This design comes from an exercise in tuning for small area on the open sky130 flow, not from production work.
Function was not checked in any run shown here: the RTL went through the layout flow alone.
Power figures rest on the tool's default switching activity, not on a simulated workload.

<file path="run.sh">
#!/bin/bash
# synth_recipe.tcl (not shown) runs the flow's synth.tcl, then flattens the netlist and writes it again
# the make line also repeats each setting of config.mk as NAME=value (left out here)
make -C /OpenROAD-flow-scripts/flow DESIGN_CONFIG=/design/flow/config.mk WORK_HOME=/design/flow/orfs CLKGATE_MAP_FILE= SYNTH_SCRIPT=/design/flow/synth_recipe.tcl finish
</file>
<file path="design.v">
module L2RnR2L(clk8,reset8,frame_busy,cmd_inst,cmd_data,neo_size,sizeplus1,
   l2r_data,l2r_done,l2r_go);
   input clk8;
   input reset8;
   input frame_busy;
   input [3:0] cmd_inst;
   input [27:0] cmd_data;
   input [7:0] neo_size;
   input [7:0] sizeplus1;
   output l2r_done;
   output [25:0] l2r_data;
   output l2r_go;
   localparam s_cmd   = 4'b0000;  
   localparam s_start = 4'b0001;
   localparam s_addr  = 4'b0011;
   localparam s_lim   = 4'b0010;
   localparam s_cmp   = 4'b0110;
   localparam s_color = 4'b0111;
   localparam s_go1   = 4'b0101;  
   localparam s_go    = 4'b0100;
   localparam s_busy1 = 4'b1100;
   localparam s_busy  = 4'b1101;
   localparam s_done  = 4'b1111;
   localparam s_cmd1  = 4'b1110;  
   localparam i_init  = 4'b0000;
   localparam i_initd = 4'b1000;  
   localparam i_start = 4'b0001;
   localparam i_addr  = 4'b0011;
   localparam i_loop  = 4'b0111;
   localparam i_iter  = 4'b0101;
   localparam i_nexte = 4'b0100;  
   localparam i_next  = 4'b0110;
   localparam i_paus1 = 4'b0010;  
   localparam i_pause = 4'b1010;
   reg [3:0] mainsm;
   reg [3:0] iteraysm;
   reg [2:0] num_lites;
   reg [7:0] brite;
   reg wrap;             
   reg [4:0] la;         
   reg [7:0] lb;         
   reg [3:0] lc;         
   reg cmp_left, cmp_rite;
   reg [4:0] inner_rite_lite;
   reg [4:0] inner_rite_lim;
   reg [4:0] iteray;
   reg iteray_up;
   reg [11:0] random;
   reg rvalid;           
   reg [2:0] dcode;      
   assign l2r_data = {1'b0, la, lb, lc[3], 3'b000, lc[2], {3{lc[1]}}, {4{lc[0]}}};
   assign l2r_done = (mainsm == s_cmd1);
   assign l2r_go   = (mainsm == s_go) | (mainsm == s_busy1);
   wire cmdlike   = (mainsm == s_cmd) | (mainsm == s_cmd1);
   wire sel_color = (mainsm == s_go1);
   wire pend      = ~mainsm[3] & (mainsm != s_go);
   wire iteray_done = (iteraysm == i_pause) | (iteraysm == i_initd);
   wire iteray_en   = (iteraysm == i_nexte);
   function ge5(input [4:0] x, input [4:0] y);
      integer i; reg c;
      begin
         c = 1'b1;
         for (i = 0; i < 5; i = i + 1)
            c = (x[i] & ~y[i]) | (x[i] & c) | (~y[i] & c);
         ge5 = c;
      end
   endfunction
   function [4:0] sub5(input [4:0] x, input [4:0] y);
      integer i; reg c;
      begin
         c = 1'b1;
         for (i = 0; i < 5; i = i + 1) begin
            sub5[i] = x[i] ^ ~y[i] ^ c;
            c = (x[i] & ~y[i]) | (x[i] & c) | (~y[i] & c);
         end
      end
   endfunction
   function [4:0] add5(input [4:0] x, input [4:0] y);
      integer i; reg c;
      begin
         c = 1'b0;
         for (i = 0; i < 5; i = i + 1) begin
            add5[i] = x[i] ^ y[i] ^ c;
            c = (x[i] & y[i]) | (x[i] & c) | (y[i] & c);
         end
      end
   endfunction
   wire [4:0] inc  = la + 1'b1;
   wire [4:0] addr_p = wrap ? 5'd0 : inc;      
   wire [4:1] addr = pend ? addr_p[4:1] : la[4:1];
   wire at_max = (la == neo_size[4:0]);
   wire pend16 = pend & ~wrap & (la == 5'd15);
   always @ (posedge clk8 or posedge reset8)
   begin
      if (reset8)
         mainsm <= s_cmd;
      else
         case (mainsm)
            s_cmd, s_cmd1:
               if (cmd_inst == 4'h6) mainsm <= s_start;
               else mainsm <= s_cmd;
            s_start: mainsm <= s_addr;
            s_addr:  mainsm <= s_lim;
            s_lim:   mainsm <= s_cmp;
            s_cmp:   mainsm <= s_color;
            s_color: mainsm <= s_go1;
            s_go1, s_go:
               if (frame_busy) mainsm <= s_busy1;
               else mainsm <= s_go;
            s_busy1, s_busy:
               if (!frame_busy) mainsm <= s_done;
               else mainsm <= s_busy;
            s_done:  mainsm <= s_cmd1;
            default: mainsm <= s_cmd;
         endcase
   end
   always @ (posedge clk8 or posedge reset8)
   begin
      if (reset8)
         begin
            wrap <= 1'b1;
         end
      else
         begin
            if (mainsm == s_cmd1)
               wrap <= at_max;
         end
   end
   always @ (posedge clk8)
   begin
      if (cmdlike)
         begin
            num_lites <= cmd_data[22:20];
            brite     <= cmd_data[19:12];
         end
   end
   wire [4:0] left_addr_hi = add5({2'b00, num_lites}, iteray);
   wire [4:0] rite_addr_lo = sub5(inner_rite_lim, iteray);
   wire [4:0] rite_addr_hi = sub5(neo_size[4:0], iteray);
   always @ (posedge clk8)
   begin
      if (mainsm == s_cmp)
         begin
            cmp_left <= ge5(addr_p, iteray) & ge5(left_addr_hi, addr_p);
            cmp_rite <= ge5(addr_p, rite_addr_lo) & ge5(rite_addr_hi, addr_p);
         end
   end
   always @ (posedge clk8 or posedge reset8)
   begin
      if (reset8)
         iteraysm <= i_init;
      else
         case (iteraysm)
            i_init, i_initd:
               if (sel_color) iteraysm <= i_start;
               else iteraysm <= i_init;
            i_start: iteraysm <= i_addr;
            i_addr:
               if (addr[4:3] == 2'b01) iteraysm <= i_loop;
            i_loop:
               if (iteray_up == 1'b0 && iteray == 5'b00000)
                  iteraysm <= i_paus1;
               else
                  iteraysm <= i_iter;
            i_iter: iteraysm <= i_nexte;
            i_nexte, i_next:
               if (addr[4]) iteraysm <= i_addr;
               else iteraysm <= i_next;
            i_paus1, i_pause:
               if (mainsm == s_cmd1 && at_max) iteraysm <= i_initd;
               else iteraysm <= i_pause;
            default: iteraysm <= i_init;
         endcase
   end
   always @ (posedge clk8)
   begin
      if (iteraysm == i_start)
         inner_rite_lite <= sub5(sizeplus1[4:0], {2'b00, num_lites});
   end
   always @ (posedge clk8 or posedge reset8)
   begin
      if (reset8)
         inner_rite_lim <= 5'b00000;
      else if (iteraysm == i_start)
         inner_rite_lim <= sub5(neo_size[4:0], {2'b00, num_lites});
   end
   wire it_eq  = (iteray == inner_rite_lite);
   wire it_dec = ~iteray_up | it_eq;
   wire [4:0] it_z = iteray ^ {5{it_dec}};
   wire [4:0] it_t;
   assign it_t[0] = iteray_en;
   assign it_t[1] = it_t[0] & it_z[0];
   assign it_t[2] = it_t[1] & it_z[1];
   assign it_t[3] = it_t[2] & it_z[2];
   assign it_t[4] = it_t[3] & it_z[3];
   always @ (posedge clk8 or posedge reset8)
   begin
      if (reset8)
         begin
            iteray    <= 5'b00000;
            iteray_up <= 1'b1;
         end
      else
         begin
            if (iteray_en == 1'b1 && it_eq)
               iteray_up <= 1'b0;
            else if (iteray_done == 1'b1)
               iteray_up <= 1'b1;
            iteray <= iteray ^ it_t;
         end
   end
   wire feedback = random[10] ~^ random[9];
   wire [1:0] nx_code = pend16 ? random[10:9] : random[11:10];
   wire nx_valid = rvalid | pend16;
   always @ (posedge clk8 or posedge reset8)
   begin
      if (reset8)
         begin
            random <= 12'h563;
            rvalid <= 1'b0;
            dcode  <= 3'b000;
         end
      else
         begin
            if (sel_color & pend16)
               begin
                  random <= {random[10:0], feedback};
                  rvalid <= 1'b1;
               end
            if (iteray_done)
               dcode <= {nx_valid, nx_code};
         end
   end
   reg [3:0] rite_c, left_c, mix_c;
   always @*
   begin
      case (dcode)
         3'b000:  rite_c = 4'b0110;
         3'b100,
         3'b101:  rite_c = 4'b0001;
         3'b110:  rite_c = 4'b1001;
         3'b111:  rite_c = 4'b0110;
         default: rite_c = 4'b0000;
      endcase
      case (dcode)
         3'b000:  left_c = 4'b0001;
         3'b100:  left_c = 4'b0100;
         3'b101:  left_c = 4'b1000;
         3'b110:  left_c = 4'b0101;
         3'b111:  left_c = 4'b1000;
         default: left_c = 4'b0000;
      endcase
      case (dcode)
         3'b000:  mix_c = 4'b0111;
         3'b100:  mix_c = 4'b0101;
         3'b101:  mix_c = 4'b1001;
         3'b110:  mix_c = 4'b1101;
         3'b111:  mix_c = 4'b1110;
         default: mix_c = 4'b0000;
      endcase
   end
   reg [7:0] briter;
   reg bc;
   integer k;
   always @*
   begin
      bc = 1'b0;
      for (k = 0; k < 7; k = k + 1)
         begin
            briter[k] = brite[k] ^ brite[k+1] ^ bc;
            bc = (brite[k] & brite[k+1]) | (brite[k] & bc) | (brite[k+1] & bc);
         end
      briter[7] = brite[7] ^ bc;
   end
   always @ (posedge clk8 or posedge reset8)
   begin
      if (reset8)
         begin
            la <= 5'b00000;
            lb <= 8'h00;
            lc <= 4'h0;
         end
      else if (sel_color)
         begin
            la <= addr_p;
            case ({cmp_left, cmp_rite})
               2'b00: begin lb <= brite;  lc <= 4'h0;   end
               2'b01: begin lb <= brite;  lc <= rite_c; end
               2'b10: begin lb <= brite;  lc <= left_c; end
               2'b11: begin lb <= briter; lc <= mix_c;  end
            endcase
         end
   end
endmodule
</file>
<file path="constraint.sdc">
create_clock -name core_clock -period 10.0 [get_ports {clk8}]
set_input_delay 2.0000 -clock core_clock [delete_from_list [all_inputs] [get_ports {clk8}]]
set_output_delay 2.0000 -clock core_clock [all_outputs]
set_load 0.01 [all_outputs]
</file>
<file path="config.mk">
export PLATFORM = sky130hd
export DESIGN_NAME = L2RnR2L
export DESIGN_NICKNAME = L2RnR2L
export VERILOG_FILES = /design/flow/design.v
export SDC_FILE = /design/flow/constraint.sdc
export NUM_CORES = 4
export LEC_CHECK = 0
export CAP_MARGIN = 20
export CORE_MARGIN = 2
export CORE_UTILIZATION = 40
export SLEW_MARGIN = 20
</file>
==> key figures, run 1 <==
Timing
  • Post-route clock period utilization: 0.485
  • Final WS setup: 5.15 ns
  • Post-route setup TNS: 0 ns
  • Worst hold slack: 0.477 ns
  • Min Tclk post-route: 4.85 ns
  • Worst slew margin: 0.401
  • Fmax achieved: 206 MHz
  • Final Skew: 0.0107 ns
  • Final setup vio count: 0
  • Slew @ Worst Pin: 0.898 ns
  • RSZ-0062 raised after global routing: no
  • Max-slew violation count: 0
  • Hold Violations, Final: 0

Power and ir drop
  • Total power: 1.22 mW
  • Pwr dens: 243 mW/mm2
  • Leak: 2.18 nW
  • VDD IR max: 0.0907 mV

Worst setup path
  • CP startpoint kind: input pin
  • Crit path max fanout: 4
  • Reg2Reg Depth: 11
  • Worst EP required: 10.18 ns
  • Worst path arrival time: 5.03 ns
  • Setup crit end kind: register
  • WS Path Type: in2reg

Detailed routing
  • Antenna Violating Nets Remaining: 0
  • Total Wirelength: 7990 um
  • Detailed Routing Iterations Pass 1: 4
  • Wirelength per Cell: 13.5 um
  • Residual DRC count: 0
  • Vias: 2969
  • Iteration-0 DRC Markers: 76
  • Vias per cell: 5.03

Clock tree
  • Num CTS Buffers: 9
  • CTS Sinks: 71
  • Worst skew pair latency: 0.35 ns
  • CTS max path bufs: 2
  • Hold buffers post-CTS: 0
  • Clk root buf: clkbuf_8
  • Post-CTS Resized: 0
  • Post-CTS Setup Bufs: 0
  • CTS clk-pin slew, worst paths: 0.08 ns
  • CTS tree: yes
  • H-tree depth: 3

Global routing
  • GR Overflow Total: 0
  • Largest net degree at the start of global routing: 54
  • GRT Util Overall: 0.154
  • Global-route wire length before repair: 13800 um
  • Initial antenna violation count: 0
  • Number of global-route vias before repair: 2960

Finish
  • Non-Filler Instances: 590
  • Commonest non-fill, non-tap cells in the layout: 51 x clkdlybuf4s50_1, 45 x dfrtp_1, 34 x nand2_1, 31 x nor2_1
  • Fin util: 0.486
  • Antenna diodes: 0
  • Final nets: 531
  • Cell area after layout: 0.00502 mm2
  • Commonest non-fill, non-tap cell in the layout: clkdlybuf4s50_1
  • Ratio of cells with drive above 1 in the final layout: 0.106
  • Synth-to-Final Area Change: 18.5%

Floorplanning
  • Starting Density: 0.411
  • Die Y: 107 um
  • Ports: 79
  • Die ar.: 0.0114 mm2
  • Row cnt: 37
  • Die W: 107 um
  • Core footprint: 0.0103 mm2

Placement
  • Dpl hpwl: 6000 um
  • I/O Buffers: 51
  • Dpl ws: 4.81 ns
  • Dpl cell area: 0.00480 mm2
  • GPL Wtd Cong: 0.820
  • Cell count after placement: 574

Logic synthesis
  • Post-Syn Area: 0.00424 mm2
  • Synth cell types: 56
  • Predominant post-synthesis flop cell: dfrtp_1
  • Cells after Synth: 409
  • YS warnings: 1
  • Syn Area/Cell: 10.4 um2
  • Number of synthesized flops with an enable pin: 18
  • Flops & latches, synth: 71
  • Sequential fraction of the synthesis area: 0.443
  • FFs w/ async S/R, synth: 0.746

Min path
  • Worst Hold Class: reg2reg
  • Worst hold stages: 1

Run status
  • Status: timing/DRC/antenna clean

Job
  • Max cap viols: 0
## cell usage after synthesis (5+ instances only)
master,instances,share of area
nand2_1,34,0.030
dfstp_2,8,0.050
nor2_1,31,0.027
inv_1,29,0.026
mux2i_1,10,0.024
clkbuf_1,15,0.013
xor2_1,13,0.027
dfrtp_1,45,0.27
ha_1,15,0.044
nand3_1,8,0.0094
mux2_2,12,0.032
nor3_1,13,0.015
a21oi_1,24,0.028
fa_1,16,0.076
o21ai_0,28,0.033
xnor2_1,19,0.039
buf_4,9,0.016
edfxtp_1,18,0.13
maj3_1,5,0.012
## state kept, by name, summed over array words and instances (netlist names), 4 cells and up
register / cells
inner_rite_lim: 5
mainsm: 4
lb: 8
iteraysm: 4
brite: 8
lc: 4
random: 12
iteray: 5
inner_rite_lite: 5
la: 5
## area by class of cell
| type | count | area [um2] |
|---|---|---|
| Fill cell | 996 | 5300 |
| Inverter | 29 | 109 |
| Timing Repair Buffer | 54 | 533 |
| Tap cell | 136 | 170 |
| Multi-Input combinational cell | 284 | 2110 |
| Clock inverter | 6 | 92.6 |
| Sequential cell | 71 | 1880 |
| Clock buffer | 10 | 128 |
## critical path: stages
cell,delay (ns)
clkdlybuf4s50_1,0.50
inv_1,0.08
ha_1,0.21
fa_1,0.39
fa_1,0.39
fa_1,0.39
xnor2_1,0.30
mux2i_1,0.14
xor2_1,0.15
o21ai_0,0.11
a32o_1,0.22
a21oi_1,0.14
## power breakdown
part | total (mW) | internal, mW | switching [mW]
clock | 0.255 | 0.142 | 0.113
combinational | 0.481 | 0.242 | 0.239
sequential | 0.484 | 0.381 | 0.103
## metal layers
| metal | up-vias | wire, um | GRT usage |
|---|---|---|---|
| li1 | 1467 | - | - |
| met1 | 1411 | 3500 | 0.186 |
| met2 | 66 | 3940 | 0.263 |
| met3 | 25 | 244 | 0.0231 |
| met4 | 0 | 312 | 0.0881 |
| met5 | - | 0 | 0 |
## cells by family (layout without fill, tap and decap cells)
kind of cell,Yosys count,count (layout),share of synthesized area
flops,71,71,0.443
buf+inv,57,99,0.0614
simple gates,114,114,0.131
mux,22,22,0.0555
compound gates,73,73,0.103
fa+ha+maj,39,39,0.140
xor+xnor,32,32,0.0661
other cells,1,4,0.000885
## worst paths after layout
| kind | startpoint | end | slack (ns) |
|---|---|---|---|
| worst max-delay path | neo_size[0] | cmp_rite | 5.15 |
| worst min-delay path | rvalid | rvalid | 0.48 |
| worst max register to register | brite[1] | lb[6] | 6.64 |
| worst min register to register | rvalid | rvalid | 0.48 |
| max in group asynchronous | reset8 | inner_rite_lim[2] | 7.40 |
| min in group asynchronous | reset8 | random[7] | 2.14 |
==> inputs of run 2 (changes only) <==
--- a/config.mk
+++ b/config.mk
@@ -7,5 +7,6 @@
 export LEC_CHECK = 0
 export CAP_MARGIN = 20
 export CORE_MARGIN = 2
-export CORE_UTILIZATION = 40
+export CORE_UTILIZATION = 70
+export PLACE_DENSITY = 0.85
 export SLEW_MARGIN = 20
==> run 2 against run 1 <==
  * Setup slack lost 0.023 ns
  * Highest routed layer unchanged
  * Wire length grew 5.9%
  * Flip-flop and latch count is the same
  * Largest cell class unchanged
  * Critical path type unchanged
==> key figures, run 2 <==
Power and ir drop
  • Total power: 1.20 mW (-1.7%)
  • VDD IR max: 0.165 mV (+81%)
  • Pwr dens: 245 mW/mm2 (+0.65%)
  • Leak: 2.16 nW (-1.1%)

Placement
  • Dpl hpwl: 6130 um (+2.1%)
  • I/O Buffers: 51 (unchanged)
  • GPL Wtd Cong: 0.839 (+2.3%)
  • Dpl ws: 4.81 ns (-0.00535 ns)
  • Dpl cell area: 0.00471 mm2 (-1.9%)

Timing
  • Min Tclk post-route: 4.87 ns (+0.0230 ns)
  • Final WS setup: 5.13 ns (-0.0230 ns)
  • Post-route setup TNS: 0 ns (unchanged)
  • Hold Violations, Final: 0 (unchanged)
  • Final setup vio count: 0 (unchanged)
  • Worst slew margin: 0.358 (-0.0434)
  • Slew @ Worst Pin: 0.964 ns (+0.0651 ns)
  • Fmax achieved: 205 MHz (-0.47%)
  • Max-slew violation count: 0 (unchanged)
  • Final Skew: 0.00915 ns (-0.00153 ns)
  • RSZ-0062 raised after global routing: no
  • Post-route clock period utilization: 0.487 (+0.00230)

Worst setup path
  • Reg-to-reg setup timing slack: 6.62 ns (-0.02 ns)
  • Cell mode on critical path: fa_1
  • WS Path Type: in2reg
  • Crit path max fanout: 4 (unchanged)
  • Worst path arrival time: 5.06 ns (+0.03 ns)
  • WP buf/inv: 2 (unchanged)
  • Top Family by Delay on Critical Path: adder cells
  • Max stage delay cell, worst path: clkdlybuf4s50_1
  • Critical path cell sequence: clkdlybuf4s50_1 > inv_1 > ha_1 > fa_1 > fa_1 > fa_1 > xnor2_1 > mux2i_1 > xor2_1 > o21ai_0 > a32o_1 > a21oi_1
  • CP startpoint kind: input pin
  • Setup crit end kind: register
  • Max stage delay on crit path: 0.51 ns (about the same)
  • Worst EP required: 10.19 ns (about the same)

Global routing
  • Number of global-route vias before repair: 3057 (+3.3%)
  • Initial antenna violation count: 0 (unchanged)
  • Global-route wire length before repair: 14000 um (+1.8%)
  • Largest net degree at the start of global routing: 54 (unchanged)
  • GRT Util Overall: 0.287 (+0.132)
  • GR Overflow Total: 0 (unchanged)

Logic synthesis
  • Post-synth top cells: 45 x dfrtp_1, 34 x nand2_1, 31 x nor2_1
  • Cells after Synth: 409 (unchanged)
  • Synth top area cells: dfrtp_1 27%, edfxtp_1 13%, fa_1 7.6%
  • Sequential fraction of the synthesis area: 0.443 (unchanged)
  • FFs w/ async S/R, synth: 0.746 (unchanged)
  • Top-count cell post-synth: dfrtp_1
  • Syn Area/Cell: 10.4 um2 (unchanged)
  • Number of synthesized flops with an enable pin: 18 (unchanged)
  • Flops & latches, synth: 71 (unchanged)
  • Post-Syn Area: 0.00424 mm2 (unchanged)
  • Predominant post-synthesis flop cell: dfrtp_1
  • Synth cell types: 56 (unchanged)
  • Top-area cell type share of the netlist area: 0.266 (unchanged)
  • YS warnings: 1 (unchanged)
  • Area leader, netlist: dfrtp_1

Detailed routing
  • Wirelength per Cell: 16.1 um (+19%)
  • Antenna Violating Nets Remaining: 0 (unchanged)
  • Detailed Routing Iterations Pass 1: 4 (unchanged)
  • Vias per cell: 5.77 (+15%)
  • Residual DRC count: 0 (unchanged)
  • Vias: 3039 (+2.4%)
  • Total Wirelength: 8470 um (+5.9%)
  • Iteration-0 DRC Markers: 165 (+120%)

Floorplanning
  • Starting Density: 0.720 (+0.310)
  • Row cnt: 28 (-24%)
  • Core footprint: 0.00589 mm2 (-43%)
  • Die W: 81.8 um (-23%)
  • Die Y: 81.8 um (-23%)
  • Die ar.: 0.00669 mm2 (-41%)
  • Ports: 79 (unchanged)

Clock tree
  • Post-CTS Resized: 0 (unchanged)
  • H-tree depth: 3 (unchanged)
  • Post-CTS Setup Bufs: 0 (unchanged)
  • CTS tree: yes
  • Clk root buf: clkbuf_8
  • CTS Sinks: 71 (unchanged)
  • Num CTS Buffers: 9 (unchanged)
  • CTS max path bufs: 2 (unchanged)
  • CTS clk-pin slew, worst paths: 0.08 ns (about the same)
  • Worst skew pair latency: 0.35 ns (about the same)
  • Hold buffers post-CTS: 0 (unchanged)

Finish
  • Biggest register: random
  • Ratio of cells with drive above 1 in the final layout: 0.106 (+0.000468)
  • Sequential cell area: 0.00188 mm2 (unchanged)
  • Fill count: 351 (-65%)
  • Cell area after layout: 0.00490 mm2 (-2.3%)
  • Max reg flops: 12 (unchanged)
  • Final nets: 529 (-0.38%)
  • Commonest non-fill, non-tap cells in the layout: 51 x clkdlybuf4s50_1, 45 x dfrtp_1, 34 x nand2_1, 31 x nor2_1
  • Antenna diodes: 0 (unchanged)
  • Commonest non-fill, non-tap cell in the layout: clkdlybuf4s50_1
  • Synth-to-Final Area Change: 15.7%
  • Top Registers: random (12), brite (8), lb (8)
  • Area of the multi-input gates: 0.00212 mm2 (+0.18%)

Min path
  • Worst Hold Class: reg2reg

Job
  • Max cap viols: 0 (unchanged)

Run status
  • Status: timing/DRC/antenna clean
## run 2: kinds of logic after synthesis
family,Yosys count,share of synthesized area
and+or+nand+nor,114,0.131
AOI/OAI and AO/OA,73,0.103
DFF,71,0.443
buffers and inverters,57,0.0614
adders and majority gates,39,0.140
xor gates and xnor gates,32,0.0661
muxes,22,0.0555
other,1,0.000885
## run 2: metal layers
metal	global-route usage	up-vias	wire [um]
met5	0	-	0
met3	0.0780	18	361
met4	0.0983	0	181
li1	-	1468	-
met1	0.335	1471	3470
met2	0.507	82	4460
## run 2: final cells by class
type / count / share of cell area
Multi-Input combinational cell: 284 / 0.432
Sequential cell: 71 / 0.383
Timing Repair Buffer: 52 / 0.106
Clock buffer: 10 / 0.0304
Inverter: 29 / 0.0224
Tap cell: 75 / 0.0191
Clock inverter: 6 / 0.00816
## run 2: through the flow
stage          std cells   util  hold slack [ns]
2_1_floorplan        412      -            0.429
3_3_place_gp         511  0.800            0.446
3_5_place_dp         511  0.800            0.447
4_1_cts              527  0.832            0.469
5_1_grt              527  0.833            0.485
6_report             527  0.833            0.464
## run 2: final timing paths
| check | start | end | cells past startpoint |
|---|---|---|---|
| setup / recovery | neo_size[0] | cmp_rite | 12 |
| hold / removal | rvalid | rvalid | 1 |
| setup reg to reg | brite[1] | lb[6] | 11 |
| hold reg to reg | rvalid | rvalid | 1 |
| max in group asynchronous | reset8 | inner_rite_lim[0] | 2 |
| min in group asynchronous | reset8 | mainsm[0] | 2 |
## run 2: worst reg2reg max path: stages, from the launching register on
cell	delay, ns
edfxtp_1	0.47
ha_1	0.25
a211o_1	0.33
a211o_1	0.31
fa_1	0.38
fa_1	0.40
fa_1	0.38
inv_1	0.08
fa_1	0.40
nor2_1	0.11
a21oi_1	0.05
o21ai_0	0.14
## run 2: report_power, final
part / internal (mW) / leakage [nW] / total [mW] / switching [mW]
registers: 0.382 / 0.813 / 0.490 / 0.108
logic: 0.242 / 1.25 / 0.489 / 0.247
clock network: 0.105 / 0.0986 / 0.221 / 0.116
total: 0.729 / 2.16 / 1.20 / 0.471
==> inputs of run 3 (changes only) <==
--- a/config.mk
+++ b/config.mk
@@ -8,5 +8,7 @@
 export CAP_MARGIN = 20
 export CORE_MARGIN = 2
 export CORE_UTILIZATION = 70
+export CTS_CLUSTER_DIAMETER = 200
+export CTS_CLUSTER_SIZE = 50
 export PLACE_DENSITY = 0.85
 export SLEW_MARGIN = 20
==> run 3 against run 2 <==
  * Utilization did not move
  * Flip-flop and latch count did not move
  * Combinational power barely moved
  * Global-route usage did not move
  * Cell count did not move
  * Sequential power barely moved
  * Still clean on timing, DRC and antenna
  * Largest power group unchanged
  * Count of clock-buffer cells in the layout did not move
  * Clock skew did not move
  * Sequential share of layout area did not move
==> key figures, run 3 <==
Floorplanning
  • Die Y: 81.8 um (unchanged)
  • Ports: 79 (unchanged)
  • Core footprint: 0.00589 mm2 (unchanged)
  • Row cnt: 28 (unchanged)
  • Die ar.: 0.00669 mm2 (unchanged)
  • Die W: 81.8 um (unchanged)
  • Starting Density: 0.720 (unchanged)

Global routing
  • Largest net degree at the start of global routing: 54 (unchanged)
  • Number of global-route vias before repair: 3057 (unchanged)
  • GR Overflow Total: 0 (unchanged)
  • Global-route wire length before repair: 14000 um (unchanged)
  • GRT Util Overall: 0.287 (unchanged)
  • Initial antenna violation count: 0 (unchanged)

Logic synthesis
  • Post-synth top cells: 45 x dfrtp_1, 34 x nand2_1, 31 x nor2_1
  • Largest family of logic cells by synthesized area: adder cells
  • Top-area cell type share of the netlist area: 0.266 (unchanged)
  • Post-Syn Area: 0.00424 mm2 (unchanged)
  • Area leader, netlist: dfrtp_1
  • Cells after Synth: 409 (unchanged)
  • Flops & latches, synth: 71 (unchanged)
  • Post-synthesis simple-gate area fraction: 0.131 (unchanged)
  • Synth Area in Compound Gates: 0.103 (unchanged)
  • XOR/XNOR Fraction of Synth Area: 0.0661 (unchanged)
  • Top-count cell post-synth: dfrtp_1
  • Synth cell types: 56 (unchanged)
  • Synth top area cells: dfrtp_1 27%, edfxtp_1 13%, fa_1 7.6%
  • FFs w/ async S/R, synth: 0.746 (unchanged)
  • Predominant post-synthesis flop cell: dfrtp_1
  • Post-synthesis mux area share: 0.0555 (unchanged)
  • Adder-Cell Fraction of Synth Area: 0.140 (unchanged)
  • Number of synthesized flops with an enable pin: 18 (unchanged)
  • YS warnings: 1 (unchanged)
  • Sequential fraction of the synthesis area: 0.443 (unchanged)
  • Syn Area/Cell: 10.4 um2 (unchanged)

Finish
  • Antenna diodes: 0 (unchanged)
  • Top Registers: random (12), brite (8), lb (8)
  • Ratio of cells with drive above 1 in the final layout: 0.106 (unchanged)
  • Biggest register: random
  • Synth-to-Final Area Change: 15.7% (unchanged)
  • Fill count: 351 (unchanged)
  • Max reg flops: 12 (unchanged)
  • Final nets: 529 (unchanged)
  • Commonest non-fill, non-tap cells in the layout: 51 x clkdlybuf4s50_1, 45 x dfrtp_1, 34 x nand2_1, 31 x nor2_1
  • Commonest non-fill, non-tap cell in the layout: clkdlybuf4s50_1

Timing
  • Post-route setup TNS: 0 ns (unchanged)
  • Max-slew violation count: 0 (unchanged)
  • Hold Violations, Final: 0 (unchanged)
  • Final WS setup: 5.13 ns (unchanged)
  • Slew @ Worst Pin: 0.964 ns (unchanged)
  • RSZ-0062 raised after global routing: no
  • Fmax achieved: 205 MHz (unchanged)
  • Worst slew margin: 0.358 (unchanged)
  • Post-route clock period utilization: 0.487 (unchanged)
  • Final Skew: 0.00915 ns (unchanged)
  • Final setup vio count: 0 (unchanged)
  • Min Tclk post-route: 4.87 ns (unchanged)

Detailed routing
  • Antenna Violating Nets Remaining: 0 (unchanged)
  • Residual DRC count: 0 (unchanged)
  • Vias: 3039 (unchanged)
  • Wirelength per Cell: 16.1 um (unchanged)
  • Detailed Routing Iterations Pass 1: 4 (unchanged)
  • Vias per cell: 5.77 (unchanged)
  • Iteration-0 DRC Markers: 165 (unchanged)
  • Total Wirelength: 8470 um (unchanged)

Worst setup path
  • Worst EP required: 10.19 ns (about the same)
  • Reg-to-reg setup timing slack: 6.62 ns (about the same)
  • Crit Reg-Reg Startpoint: brite[1]
  • Worst setup startpoint: neo_size[0]
  • Crit path max fanout: 4 (unchanged)
  • WS Path Type: in2reg
  • Worst path arrival time: 5.06 ns (about the same)
  • Reg-to-reg endpoint: lb[6]
  • Reg2Reg Depth: 11 (unchanged)
  • Setup crit end kind: register
  • Worst setup path endpoint: cmp_rite
  • CP startpoint kind: input pin

Clock tree
  • Worst skew pair latency: 0.35 ns (about the same)
  • CTS max path bufs: 2 (unchanged)
  • H-tree depth: 3 (unchanged)
  • CTS Sinks: 71 (unchanged)
  • Hold buffers post-CTS: 0 (unchanged)
  • Post-CTS Resized: 0 (unchanged)
  • CTS clk-pin slew, worst paths: 0.08 ns (about the same)
  • Clk root buf: clkbuf_8
  • Post-CTS Setup Bufs: 0 (unchanged)
  • Num CTS Buffers: 9 (unchanged)
  • CTS tree: yes

Min path
  • Worst hold stages: 1 (unchanged)
  • Worst Hold Class: reg2reg

Placement
  • Dpl ws: 4.81 ns (unchanged)
  • Dpl hpwl: 6130 um (unchanged)
  • I/O Buffers: 51 (unchanged)
  • GPL Wtd Cong: 0.839 (unchanged)

Job
  • Max cap viols: 0 (unchanged)

Power and ir drop
  • Pwr dens: 245 mW/mm2 (unchanged)
  • VDD IR max: 0.165 mV (unchanged)
  • Leak: 2.16 nW (unchanged)

Run status
  • Status: timing/DRC/antenna clean
-- run 3: cell counts in the layout (fill, tap and decap cells not counted) --
No cell type changed its count.
-- run 3: worst min path at each step --
stage	start	to	slack, ns
4_1_cts	rvalid	rvalid	0.47
3_5_place_dp	rvalid	rvalid	0.45
2_1_floorplan	rvalid	rvalid	0.43
3_3_place_gp	rvalid	rvalid	0.45
6_report	rvalid	rvalid	0.46
5_1_grt	rvalid	rvalid	0.49
-- run 3: area by class of cell --
| type | instances | area [um2] | area share |
|---|---|---|---|
| Multi-Input combinational cell | 284 | 2120 | 0.432 |
| Sequential cell | 71 | 1880 | 0.383 |
| Timing Repair Buffer | 52 | 518 | 0.106 |
| Clock buffer | 10 | 149 | 0.0304 |
| Inverter | 29 | 110 | 0.0224 |
| Tap cell | 75 | 93.8 | 0.0191 |
| Clock inverter | 6 | 40.0 | 0.00816 |
-- run 3: power breakdown --
part	switching, mW	leakage, nW	internal (mW)
clock network	0.116	0.0986	0.105
logic	0.247	1.25	0.242
registers	0.108	0.813	0.382
total	0.471	2.16	0.729
-- run 3: through the flow --
step / instance area, um2 / power [mW] / hold slack (ns) / instances / utilization
final: 4900 / 1.20 / 0.464 / 527 / 0.833
after global routing: 4900 / 1.29 / 0.485 / 527 / 0.833
after CTS: 4900 / 1.21 / 0.469 / 527 / 0.832
after detailed placement: 4710 / 0.979 / 0.447 / 511 / 0.800
after global placement: 4710 / 0.948 / 0.446 / 511 / 0.800
after floorplan: 4250 / 0.815 / 0.429 / 412 / -
-- run 3: worst max-delay path: stages --
cell and delay (ns):
clkdlybuf4s50_1 0.51, inv_1 0.08, ha_1 0.21, fa_1 0.38, fa_1 0.40, fa_1 0.39, xnor2_1 0.33, mux2i_1 0.15
xor2_1 0.15, o21ai_0 0.10, a32o_1 0.22, a21oi_1 0.14
-- run 3: cell families (layout without fill, tap and decap cells) --
kind of cell    Yosys count  in the layout
simple gates            114            114
xor+xnor                 32             32
buf+inv                  57             97
flops                    71             71
fa+ha+maj                39             39
other cells               1              4
mux                      22             22
compound gates           73             73
-- run 3: per-layer routing --
| layer | vias to the layer above | wire length (um) | global-route usage |
|---|---|---|---|
| met4 | 0 | 181 | 0.0983 |
| li1 | 1468 | - | - |
| met3 | 18 | 361 | 0.0780 |
| met5 | - | 0 | 0 |
| met1 | 1471 | 3470 | 0.335 |
| met2 | 82 | 4460 | 0.507 |
==> inputs of run 4 (changes only) <==
--- a/config.mk
+++ b/config.mk
@@ -8,7 +8,8 @@
 export CAP_MARGIN = 20
 export CORE_MARGIN = 2
 export CORE_UTILIZATION = 70
-export CTS_CLUSTER_DIAMETER = 200
-export CTS_CLUSTER_SIZE = 50
+export CTS_BUF_LIST = sky130_fd_sc_hd__clkbuf_4 sky130_fd_sc_hd__clkbuf_8
+export CTS_CLUSTER_DIAMETER = 100
+export CTS_CLUSTER_SIZE = 30
 export PLACE_DENSITY = 0.85
 export SLEW_MARGIN = 20
==> run 4 against run 3 <==
  * Still clean on timing, DRC and antenna
  * Count of clock-buffer cells in the layout shrank 1
  * Final area grew 0.10%
  * Cell count is the same
  * Wire length grew 1.4%
  * Maximum frequency is essentially flat
  * Largest power group is now combinational logic
  * Area after synthesis is the same
  * Critical path depth is the same
  * Largest cell class unchanged
  * First-iteration DRC count grew 1.8%
  * Setup slack lost 0.0020 ns
  * Sequential share of layout area is essentially flat
==> key figures, run 4 <==
Global routing
  • Largest net degree at the start of global routing: 54 (unchanged)
  • Number of global-route vias before repair: 3090 (+1.1%)
  • Initial antenna violation count: 0 (unchanged)
  • GRT Util Overall: 0.287 (+0.000475)
  • GR Overflow Total: 0 (unchanged)
  • Global-route wire length before repair: 14100 um (+0.64%)

Worst setup path
  • Cell mode on critical path: fa_1
  • Worst setup startpoint: neo_size[0]
  • Setup crit end kind: register
  • Crit path max fanout: 4 (unchanged)
  • WS Path Type: in2reg
  • Max stage delay on crit path: 0.51 ns (about the same)
  • Critical path cell sequence: clkdlybuf4s50_1 > inv_1 > ha_1 > fa_1 > fa_1 > fa_1 > xnor2_1 > mux2i_1 > xor2_1 > o21ai_0 > a32o_1 > a21oi_1
  • CP startpoint kind: input pin
  • Max stage delay cell, worst path: clkdlybuf4s50_1
  • Worst path arrival time: 5.07 ns (about the same)
  • Crit Reg-Reg Startpoint: brite[1]
  • Worst EP required: 10.20 ns (about the same)

Logic synthesis
  • FFs w/ async S/R, synth: 0.746 (unchanged)
  • Syn Area/Cell: 10.4 um2 (unchanged)
  • Top-area cell type share of the netlist area: 0.266 (unchanged)
  • Sequential fraction of the synthesis area: 0.443 (unchanged)
  • Number of synthesized flops with an enable pin: 18 (unchanged)
  • Top-count cell post-synth: dfrtp_1
  • Post-Syn Area: 0.00424 mm2 (unchanged)
  • Flops & latches, synth: 71 (unchanged)
  • Synth cell types: 56 (unchanged)
  • Area leader, netlist: dfrtp_1
  • Synth top area cells: dfrtp_1 27%, edfxtp_1 13%, fa_1 7.6%
  • YS warnings: 1 (unchanged)
  • Post-synth top cells: 45 x dfrtp_1, 34 x nand2_1, 31 x nor2_1
  • Cells after Synth: 409 (unchanged)
  • Predominant post-synthesis flop cell: dfrtp_1

Clock tree
  • Post-CTS Setup Bufs: 0 (unchanged)
  • CTS max path bufs: 2 (unchanged)
  • CTS Sinks: 71 (unchanged)
  • Clk root buf: clkbuf_8
  • Post-CTS Resized: 0 (unchanged)
  • Hold buffers post-CTS: 0 (unchanged)
  • Num CTS Buffers: 9 (unchanged)
  • CTS tree: yes
  • CTS clk-pin slew, worst paths: 0.08 ns (about the same)
  • H-tree depth: 3 (unchanged)
  • Worst skew pair latency: 0.36 ns (about the same)

Timing
  • Final WS setup: 5.13 ns (-0.00202 ns)
  • Fmax achieved: 205 MHz (about the same)
  • Final Skew: 0.00722 ns (-0.00193 ns)
  • Final setup vio count: 0 (unchanged)
  • Max-slew violation count: 0 (unchanged)
  • Worst slew margin: 0.361 (+0.00315)
  • Post-route setup TNS: 0 ns (unchanged)
  • Slew @ Worst Pin: 0.959 ns (-0.00473 ns)
  • Hold Violations, Final: 0 (unchanged)
  • Min Tclk post-route: 4.87 ns (+0.00202 ns)
  • RSZ-0062 raised after global routing: no
  • Post-route clock period utilization: 0.487 (about the same)

Placement
  • Dpl hpwl: 6130 um (unchanged)
  • GPL Wtd Cong: 0.839 (unchanged)
  • Dpl ws: 4.81 ns (unchanged)
  • I/O Buffers: 51 (unchanged)

Finish
  • Ratio of cells with drive above 1 in the final layout: 0.106 (unchanged)
  • Commonest non-fill, non-tap cells in the layout: 51 x clkdlybuf4s50_1, 45 x dfrtp_1, 34 x nand2_1, 31 x nor2_1
  • Synth-to-Final Area Change: 15.8%
  • Antenna diodes: 0 (unchanged)
  • Fin util: 0.834 (+0.000851)
  • Top Registers: random (12), brite (8), lb (8)
  • Commonest non-fill, non-tap cell in the layout: clkdlybuf4s50_1
  • Biggest register: random
  • Max reg flops: 12 (unchanged)
  • Final nets: 529 (unchanged)

Floorplanning
  • Ports: 79 (unchanged)
  • Core footprint: 0.00589 mm2 (unchanged)
  • Row cnt: 28 (unchanged)
  • Die Y: 81.8 um (unchanged)
  • Starting Density: 0.720 (unchanged)
  • Die ar.: 0.00669 mm2 (unchanged)
  • Die W: 81.8 um (unchanged)

Min path
  • Min-delay src: rvalid
  • Worst Hold Class: reg2reg

Detailed routing
  • Vias: 3079 (+1.3%)
  • Residual DRC count: 0 (unchanged)
  • Total Wirelength: 8590 um (+1.4%)
  • Detailed Routing Iterations Pass 1: 4 (unchanged)
  • Vias per cell: 5.84 (+1.3%)
  • Iteration-0 DRC Markers: 168 (+1.8%)
  • Antenna Violating Nets Remaining: 0 (unchanged)
  • Wirelength per Cell: 16.3 um (+1.4%)

Run status
  • Status: timing/DRC/antenna clean

Power and ir drop
  • VDD IR max: 0.156 mV (-5.0%)
  • Pwr dens: 247 mW/mm2 (+0.94%)
  • Total power: 1.21 mW (+1.0%)
  • Leak: 2.16 nW (about the same)

Job
  • Max cap viols: 0 (unchanged)
run 4: cell counts after synthesis:
Identical to the previous run, type by type.
run 4: kinds of logic (layout without fill, tap and decap cells):
family,count (synthesis),count (layout),synth area share
AOI/OAI and AO/OA,73,73,0.103
xor gates and xnor gates,32,32,0.0661
and+or+nand+nor,114,114,0.131
adders and majority gates,39,39,0.140
other,1,4,0.000885
muxes,22,22,0.0555
buffers and inverters,57,97,0.0614
DFF,71,71,0.443
run 4: where the power goes:
part	switching (mW)	leakage (nW)	internal, mW
combinational	0.249	1.25	0.243
sequential	0.109	0.813	0.382
clock	0.114	0.100	0.115
run 4: final cells by class:
cell class	instances	area [um2]
clock buffers	9	124
multi-input cells	284	2120
repair buffers	52	518
flip-flops and latches	71	1880
clock inverters	7	70.1
fillers	349	976
well taps	75	93.8
inverters	29	110
run 4: stage by stage:
step / std cells / cell area [um2] / hold slack, ns
floorplan: 412 / 4250 / 0.429
global placement: 511 / 4710 / 0.446
detailed placement: 511 / 4710 / 0.447
CTS: 527 / 4900 / 0.469
global route: 527 / 4910 / 0.485
finish: 527 / 4910 / 0.465
run 4: path summary, 6_finish.rpt:
check	endpoint	slack (ns)	depth (start not counted)
max	cmp_rite	5.13	12
min	rvalid	0.46	1
max reg2reg	lb[6]	6.53	11
min reg2reg	rvalid	0.46	1
max in group asynchronous	mainsm[1]	7.32	2
min in group asynchronous	mainsm[0]	2.12	2
run 4: layer usage:
layer / up-vias / wire length, um / GRT usage
met1: 1515 / 3450 / 0.335
li1: 1469 / - / -
met2: 74 / 4550 / 0.512
met5: - / 0 / 0
met3: 21 / 385 / 0.0659
met4: 0 / 206 / 0.110
run 4: critical path: cells and delay by family:
kind                       cells  cell delay [ns]
adders and majority gates      4             1.38
buffers and inverters          2             0.59
xor gates and xnor gates       2             0.49
AOI/OAI and AO/OA              3             0.47
muxes                          1             0.15
==> inputs of run 5 (changes only) <==
==> flow/run.sh (new file) <==
#!/bin/bash
# Standard layout, with the smallest buffer as the port buffer.
set -euo pipefail
export BUFFER_PORTS_ARGS="-buffer_cell sky130_fd_sc_hd__buf_1"
bash standard.sh > standard.log 2>&1
==> standard.sh (new file) <==
#!/bin/bash
# synth_recipe.tcl (not shown) runs the flow's synth.tcl, then flattens the netlist and writes it again
# the make line also repeats each setting of config.mk as NAME=value (left out here)
make -C /OpenROAD-flow-scripts/flow DESIGN_CONFIG=/design/flow/config.mk WORK_HOME=/design/flow/orfs CLKGATE_MAP_FILE= SYNTH_SCRIPT=/design/flow/synth_recipe.tcl "${@:-finish}"
--- a/config.mk
+++ b/config.mk
@@ -8,8 +8,5 @@
 export CAP_MARGIN = 20
 export CORE_MARGIN = 2
 export CORE_UTILIZATION = 70
-export CTS_BUF_LIST = sky130_fd_sc_hd__clkbuf_4 sky130_fd_sc_hd__clkbuf_8
-export CTS_CLUSTER_DIAMETER = 100
-export CTS_CLUSTER_SIZE = 30
 export PLACE_DENSITY = 0.85
 export SLEW_MARGIN = 20
removed: run.sh
==> run 5 against run 4 <==
  * Global-route usage fell by 2.2 points
  * Critical path depth unchanged
  * Wire length down 7.7%
  * Utilization down 5.5 points
  * Flip-flop and latch count stayed put
  * Critical endpoint unchanged
  * Area after synthesis unchanged
  * Synthesized cell count did not move
  * Clock power decreased by 4%
  * Total power down 6.1%
  * Combinational power fell by 12%
  * Sequential share of layout area is 2.7 points higher
  * Final area fell by 6.6%
==> key figures, run 5 <==
Floorplanning
  • Row cnt: 28 (unchanged)
  • Ports: 79 (unchanged)
  • Die W: 81.8 um (unchanged)
  • Starting Density: 0.720 (unchanged)
  • Die Y: 81.8 um (unchanged)
  • Die ar.: 0.00669 mm2 (unchanged)
  • Core footprint: 0.00589 mm2 (unchanged)

Worst setup path
  • Max stage delay cell, worst path: fa_1
  • Crit path max fanout: 4 (unchanged)
  • Worst EP required: 10.19 ns (about the same)
  • Critical path cell sequence: buf_1 > inv_1 > ha_1 > fa_1 > fa_1 > fa_1 > xnor2_1 > mux2i_1 > xor2_1 > o21ai_0 > a32o_1 > a21oi_1
  • Crit Reg-Reg Startpoint: brite[1]
  • Worst setup startpoint: neo_size[0]
  • CP startpoint kind: input pin
  • CP Depth: 12 (unchanged)
  • Worst path arrival time: 4.77 ns (-0.30 ns)
  • Reg2Reg Depth: 11 (unchanged)
  • Setup crit end kind: register
  • Max stage delay on crit path: 0.41 ns (-0.10 ns)
  • Cell mode on critical path: fa_1
  • WS Path Type: in2reg
  • Top Family by Delay on Critical Path: adder cells
  • WP buf/inv: 2 (unchanged)

Clock tree
  • CTS tree: yes
  • Post-CTS Resized: 0 (unchanged)
  • Num CTS Buffers: 9 (unchanged)
  • Hold buffers post-CTS: 0 (unchanged)
  • Clk root buf: clkbuf_8
  • CTS max path bufs: 2 (unchanged)
  • Post-CTS Setup Bufs: 0 (unchanged)
  • H-tree depth: 3 (unchanged)
  • Worst skew pair latency: 0.35 ns (about the same)
  • CTS clk-pin slew, worst paths: 0.07 ns (about the same)
  • CTS Sinks: 71 (unchanged)

Detailed routing
  • Residual DRC count: 0 (unchanged)
  • Vias per cell: 5.77 (-1.2%)
  • Iteration-0 DRC Markers: 141 (-16%)
  • Met2 wire length: 4080 um (-10%)
  • Wirelength per Cell: 15.0 um (-7.7%)
  • Antenna Violating Nets Remaining: 0 (unchanged)
  • Vias: 3043 (-1.2%)
  • Total Wirelength: 7930 um (-7.7%)
  • Detailed Routing Iterations Pass 1: 4 (unchanged)
  • Wl on met1: 3280 um (-4.9%)
  • DR top layer: met4
  • Metal3 WL: 433 um (+12%)

Logic synthesis
  • Number of synthesized flops with an enable pin: 18 (unchanged)
  • Synth top area cells: dfrtp_1 27%, edfxtp_1 13%, fa_1 7.6%
  • Area leader, netlist: dfrtp_1
  • Syn Area/Cell: 10.4 um2 (unchanged)
  • Cells after Synth: 409 (unchanged)
  • Post-synth top cells: 45 x dfrtp_1, 34 x nand2_1, 31 x nor2_1
  • Synth cell types: 56 (unchanged)
  • Sequential fraction of the synthesis area: 0.443 (unchanged)
  • Post-Syn Area: 0.00424 mm2 (unchanged)
  • Predominant post-synthesis flop cell: dfrtp_1
  • YS warnings: 1 (unchanged)
  • Flops & latches, synth: 71 (unchanged)
  • Top-area cell type share of the netlist area: 0.266 (unchanged)
  • FFs w/ async S/R, synth: 0.746 (unchanged)
  • Top-count cell post-synth: dfrtp_1

Power and ir drop
  • Cell Int Power: 0.683 mW (-7.6%)
  • Sequential group share of total power: 0.427 (+0.022)
  • VDD IR max: 0.138 mV (-11%)
  • Pwr dens: 248 mW/mm2 (+0.49%)
  • Leak: 2.02 nW (-6.3%)
  • Clock share of power: 0.194 (+0.005)
  • Comb pwr share: 0.379 (-0.027)
  • Total power: 1.14 mW (-6.1%)
  • NetSw: 0.454 mW (-3.8%)
  • Sw frac: 0.399 (+0.00956)

Global routing
  • GRT Util Overall: 0.265 (-0.0217)
  • Number of global-route vias before repair: 2885 (-6.6%)
  • Global-route wire length before repair: 13200 um (-6.6%)
  • Largest net degree at the start of global routing: 54 (unchanged)
  • GR Overflow Total: 0 (unchanged)
  • Initial antenna violation count: 0 (unchanged)

Timing
  • Worst slew margin: 0.366 (+0.00509)
  • Slew @ Worst Pin: 0.944 ns (-0.0149 ns)
  • Post-route setup TNS: 0 ns (unchanged)
  • Fmax achieved: 218 MHz (+6.3%)
  • Min Tclk post-route: 4.58 ns (-0.289 ns)
  • Final setup vio count: 0 (unchanged)
  • Max-slew violation count: 0 (unchanged)
  • Post-route clock period utilization: 0.458 (-0.0289)
  • Hold Violations, Final: 0 (unchanged)
  • RSZ-0062 raised after global routing: no
  • Final Skew: 0.0113 ns (+0.00411 ns)

Placement
  • Dpl hpwl: 5840 um (-4.7%)
  • GPL Wtd Cong: 0.867 (+3.4%)
  • I/O Buffers: 51 (unchanged)

Finish
  • Commonest non-fill, non-tap cell in the layout: buf_1
  • Antenna diodes: 0 (unchanged)
  • Commonest non-fill, non-tap cells in the layout: 51 x buf_1, 45 x dfrtp_1, 34 x nand2_1, 31 x nor2_1
  • Biggest register: random
  • Synth-to-Final Area Change: 8.18%
  • Top Registers: random (12), brite (8), lb (8)
  • Ratio of cells with drive above 1 in the final layout: 0.102 (-0.00442)
  • Final nets: 529 (unchanged)
  • Fill count: 407 (+17%)
  • Max reg flops: 12 (unchanged)

Min path
  • Worst hold stages: 1 (unchanged)
  • Min-delay src: rvalid
  • Worst Hold Class: reg2reg

Run status
  • Status: timing/DRC/antenna clean

Job
  • Max cap viols: 0 (unchanged)
## run 5: cell counts after synthesis
No cell type changed its count.
## run 5: stage by stage
stage / instances / area [um2] / setup WS, ns / utilization / hold WS (ns)
after floorplan: 412 / 4250 / 5.59 / - / 0.429
after CTS: 527 / 4580 / 5.47 / 0.778 / 0.468
after global routing: 527 / 4590 / 5.30 / 0.779 / 0.477
final: 527 / 4590 / 5.42 / 0.779 / 0.466
after global placement: 511 / 4390 / 5.23 / 0.746 / 0.447
after detailed placement: 511 / 4390 / 5.13 / 0.746 / 0.448
## run 5: logic make-up after synthesis
group	synth area share
flops	0.443
xor+xnor	0.0661
mux	0.0555
buf+inv	0.0614
fa+ha+maj	0.140
compound gates	0.103
other cells	0.000885
simple gates	0.131
## run 5: cell type report
class | instances | area [um2] | share of cell area
clock buffer | 10 | 128 | 0.0278
clock inverter | 6 | 61.3 | 0.0134
inverter | 29 | 110 | 0.0240
tap | 75 | 93.8 | 0.0205
multi-input combinational | 284 | 2120 | 0.462
timing repair buffer | 52 | 199 | 0.0434
sequential | 71 | 1880 | 0.409
## run 5: worst paths after layout
check                                    endpoint  slack [ns]
worst max-delay path                     cmp_rite        5.42
worst min-delay path                       rvalid        0.47
worst max register to register              lb[6]        6.58
worst min register to register             rvalid        0.47
max in group asynchronous       inner_rite_lim[3]        7.68
min in group asynchronous               mainsm[1]        1.80
## run 5: power groups by stage
stage | clock network [mW] | logic (mW) | registers, mW
3_5_place_dp | 0 | 0.427 | 0.490
2_1_floorplan | 0 | 0.357 | 0.458
6_report | 0.221 | 0.431 | 0.485
5_1_grt | 0.239 | 0.492 | 0.502
4_1_cts | 0.224 | 0.432 | 0.485
3_3_place_gp | 0 | 0.406 | 0.484
## run 5: per-layer routing
metal / vias up / global-route usage
li1: 1460 / -
met5: - / 0
met1: 1468 / 0.340
met3: 16 / 0.0604
met2: 99 / 0.444
met4: 0 / 0.0950
==> inputs of run 6 (changes only) <==
--- a/design.v
+++ b/design.v
@@ -259,18 +259,19 @@
          default: mix_c = 4'b0000;
       endcase
    end
-   reg [7:0] briter;
-   reg bc;
+   wire mixed = cmp_left & cmp_rite;
+   reg [7:0] lb_d;
+   reg bc, bh;
    integer k;
    always @*
    begin
       bc = 1'b0;
-      for (k = 0; k < 7; k = k + 1)
-         begin
-            briter[k] = brite[k] ^ brite[k+1] ^ bc;
-            bc = (brite[k] & brite[k+1]) | (brite[k] & bc) | (brite[k+1] & bc);
-         end
-      briter[7] = brite[7] ^ bc;
+      for (k = 0; k < 8; k = k + 1)
+         begin
+            bh = (k < 7) ? (brite[k+1] & mixed) : 1'b0;
+            lb_d[k] = brite[k] ^ bh ^ bc;
+            bc = (brite[k] & bh) | (brite[k] & bc) | (bh & bc);
+         end
    end
    always @ (posedge clk8 or posedge reset8)
    begin
@@ -283,11 +284,12 @@
       else if (sel_color)
          begin
             la <= addr_p;
+            lb <= lb_d;
             case ({cmp_left, cmp_rite})
-               2'b00: begin lb <= brite;  lc <= 4'h0;   end
-               2'b01: begin lb <= brite;  lc <= rite_c; end
-               2'b10: begin lb <= brite;  lc <= left_c; end
-               2'b11: begin lb <= briter; lc <= mix_c;  end
+               2'b00: lc <= 4'h0;
+               2'b01: lc <= rite_c;
+               2'b10: lc <= left_c;
+               2'b11: lc <= mix_c;
             endcase
          end
    end
==> flow/run.sh (replaced) <==
#!/bin/bash
set -euo pipefail
export BUFFER_PORTS_ARGS="-buffer_cell sky130_fd_sc_hd__buf_1"
export CTS_ARGS="-sink_clustering_enable -repair_clock_nets -dont_use_dummy_load -sink_clustering_size 40 -sink_clustering_max_diameter 150 -buf_list sky130_fd_sc_hd__clkbuf_16"
bash standard.sh > standard.log 2>&1
==> run 6 against run 5 <==
  * Still clean
  * Non-clock buffer count up 3
  * Sequential power down 3%
  * Area after synthesis up 1.7%
  * Register-to-register slack worse by 0.20 ns
  * Cell count up 0.57%
  * Final area up 2.4%
  * Flip-flop and latch count unchanged
  * Wire length up 11%
  * Combinational power down 9.7%
  * Highest routed layer unchanged
==> key figures, run 6 <==
Floorplanning
  • Die ar.: 0.00680 mm2 (+1.6%)
  • Ports: 79 (unchanged)
  • Die W: 82.5 um (+0.79%)
  • Core footprint: 0.00592 mm2 (+0.60%)
  • Row cnt: 28 (unchanged)
  • Die Y: 82.5 um (+0.79%)
  • Starting Density: 0.728 (+0.00778)

Finish
  • Fill count: 371 (-8.8%)
  • Ratio of cells with drive above 1 in the final layout: 0.0989 (-0.00287)
  • Biggest register: random
  • Area of the multi-input gates: 0.00210 mm2 (-0.65%)
  • Non-Filler Instances: 530 (+0.57%)
  • Commonest non-fill, non-tap cell in the layout: buf_1
  • Top Registers: random (12), brite (8), lb (8)
  • Sequential cell area: 0.00188 mm2 (unchanged)
  • Antenna diodes: 0 (unchanged)
  • Max reg flops: 12 (unchanged)
  • Synth-to-Final Area Change: 8.94%
  • Commonest non-fill, non-tap cells in the layout: 51 x buf_1, 46 x nand2_1, 45 x dfrtp_1, 37 x inv_1
  • Final nets: 537 (+1.5%)

Global routing
  • Global-route wire length before repair: 14200 um (+8.0%)
  • Number of global-route vias before repair: 3010 (+4.3%)
  • Largest net degree at the start of global routing: 37 (-31%)
  • GRT Util Overall: 0.288 (+0.0226)
  • Initial antenna violation count: 0 (unchanged)
  • GR Overflow Total: 0 (unchanged)

Logic synthesis
  • YS warnings: 1 (unchanged)
  • Area leader, netlist: dfrtp_1
  • Flops & latches, synth: 71 (unchanged)
  • Post-synth top cells: 46 x nand2_1, 45 x dfrtp_1, 38 x inv_1
  • Synth top area cells: dfrtp_1 26%, edfxtp_1 13%, fa_1 8.4%
  • Cells after Synth: 418 (+2.2%)
  • FFs w/ async S/R, synth: 0.746 (unchanged)
  • Number of synthesized flops with an enable pin: 18 (unchanged)
  • Post-Syn Area: 0.00431 mm2 (+1.7%)
  • Sequential fraction of the synthesis area: 0.435 (-0.00733)
  • Synth cell types: 59 (+5.4%)
  • Top-area cell type share of the netlist area: 0.261 (-0.00440)
  • Top-count cell post-synth: nand2_1
  • Predominant post-synthesis flop cell: dfrtp_1
  • Syn Area/Cell: 10.3 um2 (-0.51%)

Clock tree
  • Num CTS Buffers: 9 (unchanged)
  • CTS clk-pin slew, worst paths: 0.05 ns (-0.02 ns)
  • CTS max path bufs: 2 (unchanged)
  • CTS Sinks: 71 (unchanged)
  • Clk root buf: clkbuf_16
  • Worst skew pair latency: 0.33 ns (-0.02 ns)
  • Hold buffers post-CTS: 0 (unchanged)
  • Post-CTS Resized: 0 (unchanged)
  • H-tree depth: 3 (unchanged)
  • Post-CTS Setup Bufs: 0 (unchanged)
  • CTS tree: yes

Detailed routing
  • Residual DRC count: 0 (unchanged)
  • Wirelength per Cell: 16.6 um (+10%)
  • Antenna Violating Nets Remaining: 0 (unchanged)
  • Vias per cell: 5.77 (-0.14%)
  • Total Wirelength: 8810 um (+11%)
  • Vias: 3056 (+0.43%)
  • Detailed Routing Iterations Pass 1: 4 (unchanged)
  • Iteration-0 DRC Markers: 221 (+57%)

Timing
  • Worst slew margin: 0.391 (+0.0249)
  • Hold Violations, Final: 0 (unchanged)
  • RSZ-0062 raised after global routing: no
  • Final setup vio count: 0 (unchanged)
  • Post-route setup TNS: 0 ns (unchanged)
  • Slew @ Worst Pin: 0.912 ns (-0.0320 ns)
  • Max-slew violation count: 0 (unchanged)
  • Min Tclk post-route: 4.27 ns (-0.315 ns)
  • Post-route clock period utilization: 0.427 (-0.0315)
  • Fmax achieved: 234 MHz (+7.4%)
  • Final Skew: 0.0194 ns (+0.00811 ns)

Power and ir drop
  • Cell Int Power: 0.694 mW (+1.6%)
  • Sw frac: 0.380 (-0.0197)
  • Clock share of power: 0.232 (+0.038)
  • VDD IR max: 0.160 mV (+16%)
  • Comb pwr share: 0.348 (-0.031)
  • Pwr dens: 238 mW/mm2 (-3.9%)
  • Sequential group share of total power: 0.420 (-0.007)
  • Leak: 2.05 nW (+1.2%)
  • NetSw: 0.425 mW (-6.5%)

Placement
  • Cell count after placement: 521 (+2.0%)
  • Dpl hpwl: 6260 um (+7.1%)
  • I/O Buffers: 51 (unchanged)
  • GPL Wtd Cong: 0.841 (-3.0%)

Worst setup path
  • WS Path Type: in2reg
  • Crit Reg-Reg Startpoint: cmp_rite
  • Reg2Reg Depth: 12 (+1)
  • Setup crit end kind: register
  • CP startpoint kind: input pin
  • Worst EP required: 10.16 ns (-0.03 ns)
  • Crit path max fanout: 2 (-2)
  • Worst setup startpoint: neo_size[0]
  • Worst path arrival time: 4.42 ns (-0.35 ns)

Min path
  • Min-delay src: lb[4]
  • Worst Hold Class: reg2reg
  • Worst hold stages: 2 (+1)

Run status
  • Status: timing/DRC/antenna clean

Job
  • Max cap viols: 0 (unchanged)
## run 6: changes by cell type in the layout (fill, tap and decap cells not counted), sizes merged, moves of 5 or more
cell	delta
nor2	-11
clkinv	-5
nand3	+5
and3	+5
nand2	+13
o21ai	-6
mux2i	-5
inv	+11
nor3	-6
nand2b	+7
## run 6: kinds of logic (layout without fill, tap and decap cells)
group / Yosys count / after routing / share of synthesized area
xor gates and xnor gates: 28 / 28 / 0.0586
other: 1 / 4 / 0.000870
and+or+nand+nor: 128 / 128 / 0.153
muxes: 18 / 18 / 0.0517
DFF: 71 / 71 / 0.435
adders and majority gates: 33 / 33 / 0.125
buffers and inverters: 70 / 104 / 0.0807
AOI/OAI and AO/OA: 69 / 69 / 0.0946
## run 6: path summary, 6_finish.rpt
| check | to | slack, ns |
|---|---|---|
| worst max register to register | lb[6] | 6.38 |
| max in group asynchronous | wrap | 7.74 |
| worst min-delay path | lb[4] | 0.47 |
| worst min register to register | lb[4] | 0.47 |
| min in group asynchronous | iteray[1] | 1.65 |
| worst max-delay path | cmp_rite | 5.73 |
## run 6: routing by layer
layer  track usage  vias to the layer above  share of wire
li1              -                     1460              -
met1         0.350                     1477           0.42
met2         0.505                      105           0.51
met3        0.0435                       14          0.051
met4         0.132                        0          0.020
met5             0                        -              0
## run 6: power by group through the flow
stage / registers (mW) / clock network, mW / logic (mW)
2_1_floorplan: 0.443 / 0 / 0.310
3_3_place_gp: 0.466 / 0 / 0.362
3_5_place_dp: 0.472 / 0 / 0.381
4_1_cts: 0.469 / 0.260 / 0.390
5_1_grt: 0.485 / 0.273 / 0.444
6_report: 0.470 / 0.260 / 0.389
## run 6: final cells by class
| type | instances | area share |
|---|---|---|
| multi-input combinational | 280 | 0.448 |
| timing repair buffer | 55 | 0.0498 |
| inverter | 40 | 0.0346 |
| clock buffer | 9 | 0.0480 |
| sequential | 71 | 0.400 |
| tap | 75 | 0.0200 |
## run 6: metrics by stage
stage / power [mW] / hold WS (ns) / setup WS [ns] / area [um2] / util
CTS: 1.12 / 0.471 / 5.74 / 4700 / 0.793
detailed placement: 0.853 / 0.456 / 5.41 / 4470 / 0.755
finish: 1.12 / 0.470 / 5.73 / 4700 / 0.793
global placement: 0.828 / 0.446 / 5.50 / 4450 / 0.752
global route: 1.20 / 0.494 / 5.58 / 4700 / 0.793
floorplan: 0.753 / 0.429 / 5.73 / 4320 / -
## run 6: critical path: stages
cell and delay, ns:
buf_1 0.10, inv_1 0.09, ha_1 0.15, inv_1 0.06, fa_1 0.39, fa_1 0.43, fa_1 0.51, a21oi_1 0.04
o2111ai_1 0.20, nand3_1 0.12, a211o_1 0.28, o31ai_1 0.06
==> inputs of run 7 (changes only) <==
==> flow/run.sh (replaced) <==
#!/bin/bash
set -euo pipefail
export BUFFER_PORTS_ARGS="-buffer_cell sky130_fd_sc_hd__buf_1"
export CTS_ARGS="-sink_clustering_enable -repair_clock_nets -dont_use_dummy_load"
bash standard.sh > standard.log 2>&1
==> run 7 against run 6 <==
  * Synthesized cell count did not move
  * Clock power fell by 34%
  * Critical path depth did not move
  * Still clean
==> key figures, run 7 <==
Run status
  • Status: timing/DRC/antenna clean

Worst setup path
  • Max stage delay cell, worst path: fa_1
  • Crit path max fanout: 2 (unchanged)
  • Crit Reg-Reg Startpoint: cmp_rite
  • Cell mode on critical path: fa_1
  • Setup crit end kind: register
  • Worst setup startpoint: neo_size[0]
  • Max stage delay on crit path: 0.51 ns (about the same)
  • Worst path arrival time: 4.41 ns (about the same)
  • Critical path cell sequence: buf_1 > inv_1 > ha_1 > inv_1 > fa_1 > fa_1 > fa_1 > a21oi_1 > o2111ai_1 > nand3_1 > a211o_1 > o31ai_1

Finish
  • Final nets: 537 (unchanged)
  • Commonest non-fill, non-tap cells in the layout: 51 x buf_1, 46 x nand2_1, 45 x dfrtp_1, 37 x inv_1
  • Antenna diodes: 0 (unchanged)
  • Ratio of cells with drive above 1 in the final layout: 0.0989 (unchanged)
  • Fill count: 387 (+4.3%)
  • Commonest non-fill, non-tap cell in the layout: buf_1
  • Non-Filler Instances: 530 (unchanged)
  • Area of the multi-input gates: 0.00210 mm2 (unchanged)
  • Max reg flops: 12 (unchanged)

Timing
  • Post-route clock period utilization: 0.424 (-0.00306)
  • Fmax achieved: 236 MHz (+0.72%)
  • Hold Violations, Final: 0 (unchanged)
  • RSZ-0062 raised after global routing: no
  • Final Skew: 0.0275 ns (+0.00804 ns)
  • Final setup vio count: 0 (unchanged)
  • Post-route setup TNS: 0 ns (unchanged)
  • Max-slew violation count: 0 (unchanged)
  • Min Tclk post-route: 4.24 ns (-0.0306 ns)

Clock tree
  • Clk root buf: clkbuf_8
  • H-tree depth: 3 (unchanged)
  • CTS tree: yes
  • Post-CTS Setup Bufs: 0 (unchanged)
  • CTS max path bufs: 2 (unchanged)
  • Hold buffers post-CTS: 0 (unchanged)
  • CTS clk-pin slew, worst paths: 0.07 ns (+0.02 ns)

Logic synthesis
  • Synth cell types: 59 (unchanged)
  • Sequential fraction of the synthesis area: 0.435 (unchanged)
  • Post-synth top cells: 46 x nand2_1, 45 x dfrtp_1, 38 x inv_1
  • Top-count cell post-synth: nand2_1
  • Flops & latches, synth: 71 (unchanged)
  • Top-area cell type share of the netlist area: 0.261 (unchanged)
  • Area leader, netlist: dfrtp_1
  • Cells after Synth: 418 (unchanged)
  • Synth top area cells: dfrtp_1 26%, edfxtp_1 13%, fa_1 8.4%
  • FFs w/ async S/R, synth: 0.746 (unchanged)
  • Number of synthesized flops with an enable pin: 18 (unchanged)

Detailed routing
  • Antenna Violating Nets Remaining: 0 (unchanged)
  • Iteration-0 DRC Markers: 216 (-2.3%)
  • Residual DRC count: 0 (unchanged)
  • Total Wirelength: 8310 um (-5.6%)
  • Detailed Routing Iterations Pass 1: 4 (unchanged)

Power and ir drop
  • Leak: 2.00 nW (-2.3%)
  • Clock share of power: 0.167 (-0.065)
  • Sw frac: 0.399 (+0.0194)
  • Total power: 1.02 mW (-8.5%)
  • Comb pwr share: 0.376 (+0.028)
  • Sequential group share of total power: 0.457 (+0.037)
  • Pwr dens: 223 mW/mm2 (-6.5%)

Placement
  • Dpl hpwl: 6260 um (unchanged)
  • I/O Buffers: 51 (unchanged)

Global routing
  • Number of global-route vias before repair: 2983 (-0.90%)
  • Largest net degree at the start of global routing: 37 (unchanged)
  • Initial antenna violation count: 0 (unchanged)
  • Global-route wire length before repair: 13600 um (-4.6%)
  • GRT Util Overall: 0.273 (-0.0153)

Job
  • Max cap viols: 0 (unchanged)

Floorplanning
  • Starting Density: 0.728 (unchanged)
  • Ports: 79 (unchanged)
  • Row cnt: 28 (unchanged)
  • Core footprint: 0.00592 mm2 (unchanged)
  • Die Y: 82.5 um (unchanged)
==> run 7: cell types whose count changed in the layout (fill, tap and decap cells not counted) <==
cell / previous run / this run
clkbuf_16: 9 / 0
clkbuf_8: 0 / 9
==> run 7: routing by layer <==
layer | vias to the layer above | wire (um) | GRT usage
met1 | 1440 | 3540 | 0.328
met4 | 0 | 145 | 0.0950
li1 | 1451 | - | -
met3 | 12 | 407 | 0.0587
met2 | 89 | 4220 | 0.482
met5 | - | 0 | 0
==> run 7: logic make-up after synthesis <==
group	after synthesis	share of synthesized area
compound gates	69	0.0946
xor+xnor	28	0.0586
fa+ha+maj	33	0.125
buf+inv	70	0.0807
flops	71	0.435
mux	18	0.0517
other cells	1	0.000870
simple gates	128	0.153
==> run 7: worst max-delay path, delay by kind of cell <==
family                     cells  cell delay, ns
AOI/OAI and AO/OA              4            0.58
buffers and inverters          3            0.25
and+or+nand+nor                1            0.12
adders and majority gates      4            1.46
==> run 7: final timing paths <==
check / end / slack (ns) / cells past startpoint
setup / recovery: cmp_rite / 5.76 / 12
hold / removal: lb[5] / 0.47 / 2
setup reg to reg: lb[6] / 6.46 / 12
hold reg to reg: lb[5] / 0.47 / 2
max in group asynchronous: wrap / 7.77 / 3
min in group asynchronous: iteray[3] / 1.63 / 2
==> run 7: area by class of cell <==
cell class / instances / share of cell area
flip-flops and latches: 71 / 0.408
repair buffers: 55 / 0.0509
clock buffers: 9 / 0.0270
multi-input cells: 280 / 0.458
well taps: 75 / 0.0204
inverters: 40 / 0.0354
==> run 7: power groups by stage <==
stage                     Sequential, mW  Clock [mW]  Combinational [mW]
after global placement             0.466           0               0.362
after detailed placement           0.472           0               0.381
after global routing               0.483       0.185               0.441
after floorplan                    0.443           0               0.310
final                              0.468       0.172               0.385
after CTS                          0.466       0.174               0.385
==> run 7: stage by stage <==
step	util	hold WS [ns]	instance area [um2]	worst slack, ns
2_1_floorplan	-	0.429	4320	5.73
3_3_place_gp	0.752	0.446	4450	5.50
3_5_place_dp	0.755	0.456	4470	5.41
4_1_cts	0.776	0.475	4590	5.76
5_1_grt	0.776	0.499	4590	5.61
6_report	0.776	0.474	4590	5.76

-- port drivers added, routing unchanged --
The flow's constraints put no driver on any port. The routed layouts listed below were extracted and timed again, unchanged, in two steps.
Step 1: set_driving_cell puts a clkbuf_16 on clk8 and a buf_2 on each other input, an assumption about the parent block.
Step 2 moves the port delays by t, midway between the first and last clock arrival at a register: inputs arrive t later, outputs are due t later. That takes back most of the time a late clock gives input paths.
Three values: ideal ports, drivers, drivers and shift; two values: the first two.
run	t (ns)	setup slack, ns	worst data-port slew with drivers (ns)
run 1	0.371	5.154 / 5.162 / 4.790	0.05
run 2	0.379	5.131 / 5.134 / 4.755	0.05
run 3	0.379	5.131 / 5.134 / 4.755	0.05
run 4	0.382	5.129 / 5.132 / 4.750	0.05
run 5	0.373	5.418 / 5.417 / 5.044	0.03
run 6	0.359	5.733 / 5.739 / 5.380	0.04
run 7	0.366	5.763 / 5.767 / 5.400	0.04
After both steps setup and hold are still met in every run listed. For run 4, which loses most, drivers alone change the setup slack by +0.003 ns; drivers and shift together by -0.379 ns.
